What follows belongs to an exercise in optimizing a design on an open flow for a short achievable clock period and few clock cycles; a production flow would make more cautious choices. In this exercise RTL edits were held to simulation tests only and were not proved equivalent to the original. Power and IR drop assume default switching activity.

## cpu_pipeline
module cpu_pipeline (
    input clk,           
    input rst_n,         
    output [31:0] imem_addr,     
    input  [31:0] imem_rdata,    
    output [31:0] dmem_addr,     
    output [31:0] dmem_wdata,    
    output        dmem_we,       
    input  [31:0] dmem_rdata     
);
reg  [31:0] pc;
reg         d_valid;
reg  [31:0] d_ir, d_pc4, d_pnpc;
reg  [11:0] d_tag;
reg  [15:0] d_hit;
reg  [31:0] d_rs_oh, d_rt_oh;    
reg         d_pt, d_lx;
reg         d_stall;             
reg         d_redb, d_rednc;     
reg  [31:0] e_a, e_b, e_sd, e_pc4, e_bt, e_pnpc;
reg  [4:0]  e_dst;
reg  [3:0]  e_shh;               
reg  [7:0]  e_shl;               
reg  [11:0] e_tag;
reg  [15:0] e_hit;
reg         e_rw, e_lw, e_sw, e_br, e_jr, e_jalr;
reg         e_kill;              
reg         e_beq, e_bne, e_blez, e_bgtz, e_bgez;
reg         e_pt, e_ptok;
reg         e_a_m, e_a_r, e_b_m, e_b_r, e_s_m, e_s_r;
reg         e_ac_m, e_bc_m;      
reg         e_add, e_sub, e_slt, e_sltu, e_and, e_or, e_xor, e_nor, e_passb;
reg         e_sll, e_srl, e_sra;
reg  [31:0] m_res, m_sd;
reg  [31:0] m_cmpn;              
reg         m_we, m_rw, m_lw;
reg  [4:0]  m_dst;
reg  [31:0] w_res;
reg         w_rw;
reg  [4:0]  w_dst;
reg  [31:0] pci, ma;
reg  [31:0] ra;
reg         u_upd, u_taken;
reg         l_upd, l_taken;
reg  [15:0] l_hit;
reg  [11:0] u_tag, u_tgt;
wire        taken, jr_ne;
wire        e_rwv   = e_rw   & ~e_kill;
wire        e_lwv   = e_lw   & ~e_kill;
wire        e_swv   = e_sw   & ~e_kill;
  ...
==> flow/config.mk <==
export PLATFORM = sky130hd
export DESIGN_NAME = cpu_pipeline
export DESIGN_NICKNAME = cpu_pipeline
export VERILOG_FILES = /design/flow/design.v
export SDC_FILE = /design/flow/constraint.sdc
export NUM_CORES = 8
export LEC_CHECK = 0
export CAP_MARGIN = 40
export CORE_MARGIN = 2
export CORE_UTILIZATION = 40
export CTS_CLUSTER_DIAMETER = 100
export CTS_CLUSTER_SIZE = 20
export PLACE_DENSITY = 0.6
export SETUP_SLACK_MARGIN = 5
export SLEW_MARGIN = 40
==> flow/constraint.sdc <==
create_clock -name core_clock -period 13.0 [get_ports {clk}]
set_input_delay 2.6000 -clock core_clock [delete_from_list [all_inputs] [get_ports {clk}]]
set_output_delay 2.6000 -clock core_clock [all_outputs]
set_load 0.01 [all_outputs]
standard.sh (not shown) runs the stock make flow with config.mk's settings and CLKGATE_MAP_FILE= SYNTH_SCRIPT=/design/flow/synth_recipe.tcl, a recipe that flattens the netlist after the stock synthesis.
==> flow/flow/run.sh <==
#!/bin/bash
# Layout flow: the standard flow (standard.sh: ORFS with the standard
# synthesis), with two changes to how the layout is made; the constraints
# (constraint.sdc) are unchanged:
#  - timing repair aims at a larger setup slack margin, so that it works
#    towards the period the design can reach rather than the design's 13 ns;
#  - after global placement, flow/outbuf.tcl moves each output port's buffer
#    next to the register that feeds it (detailed placement legalizes it).
# Each tool's log is in orfs/logs/; make's own output is in flow_make.log.
set -euo pipefail
MARGIN=${MARGIN:-9}
sed -e "s|SETUP_SLACK_MARGIN=[-0-9.]*|SETUP_SLACK_MARGIN=$MARGIN POST_GLOBAL_PLACE_TCL=$PWD/flow/outbuf.tcl|" standard.sh > standard_margin.sh
grep -q "SETUP_SLACK_MARGIN=$MARGIN" standard_margin.sh
bash standard_margin.sh finish > flow_make.log 2>&1
==> flow/flow/outbuf.tcl <==
# Move the buffer of each output port, and any inverter or buffer between
# it and the register that feeds it, next to that register, so that the
# buffer, not the register, drives the wire to the pin. Detailed placement
# legalizes the moved cells afterwards.
proc outbuf_driver {inst} {
  foreach it [$inst getITerms] {
    if {[$it isInputSignal] && [$it getNet] != "NULL"} {
      foreach jt [[$it getNet] getITerms] {
        if {[$jt isOutputSignal]} { return [$jt getInst] }
      }
    }
  }
  return ""
}
proc outbuf_is_single {inst} {
  set n 0
  foreach it [$inst getITerms] {
    if {[$it isInputSignal] && [$it getNet] != "NULL"} { incr n }
  }
  set m [[$inst getMaster] getName]
  return [expr {$n == 1 && [regexp {__(inv|buf|clkbuf|clkinv)_} $m]}]
}
set block [ord::get_db_block]
set moved 0
foreach bterm [$block getBTerms] {
  if {[$bterm getIoType] != "OUTPUT"} { continue }
  set net [$bterm getNet]
  if {$net == "NULL"} { continue }
  set buf ""
  foreach it [$net getITerms] {
    if {[$it isOutputSignal]} { set buf [$it getInst] }
  }
  if {$buf == ""} { continue }
  set chain [list $buf]
  set src [outbuf_driver $buf]
  while {$src != "" && [outbuf_is_single $src] && [llength $chain] < 4} {
    lappend chain $src
    set src [outbuf_driver $src]
  }
  if {$src == ""} { continue }
  set loc [$src getLocation]
  foreach c $chain {
    $c setLocation [lindex $loc 0] [lindex $loc 1]
    incr moved
  }
}
puts "outbuf: moved $moved cells next to the registers that drive the outputs"
The baseline ran to the end with no violations.
Testbench counts at the start, summed over its fixed seeds: cycles 254,461.
==> next run, changes <==
--- a/flow/flow/run.sh
+++ b/flow/flow/run.sh
@@ -11 +11 @@
-MARGIN=${MARGIN:-9}
+MARGIN=${MARGIN:-9.2}
After rerunning: The changed run finished clean; sequential power is higher by about 1%; combinational power is higher by about 3%; core utilization is higher by 0.68 points.

-- re-timing with driven ports --
No port has a modelled driver above. Below, the same layouts with a new extraction and two added sets of constraints.
Step 1 sets driving cells, clkbuf_16 on the clock port and buf_2 on the other inputs (assumed; they add their load-dependent delay and slew).
Step 2 adds t to the input delays and takes it off the output delays; t is the mean of the earliest and latest rising clock arrival at the registers after step 1. Input paths then give back, and output paths get back, about the clock's delay inside the block.
Three values: ideal ports, drivers, drivers and shift; two values: the first two.
run | shift t [ns] | slack for setup (ns) | hold slack, ns | worst slew at a driven data input, ns | cell pins on the clock port's net
the first run | 0.931 | 8.951 / 8.857 / 8.104 | 0.260 / 0.260 / 0.260 | 0.20 | 1
the second run | 0.940 | 8.913 / 8.822 / 8.022 | 0.240 / 0.240 / 0.240 | 0.22 | 1
After both steps setup and hold are still met in every run listed. The setup slack of the second run, which loses most, moves by -0.091 ns with the drivers and by -0.891 ns with both steps.
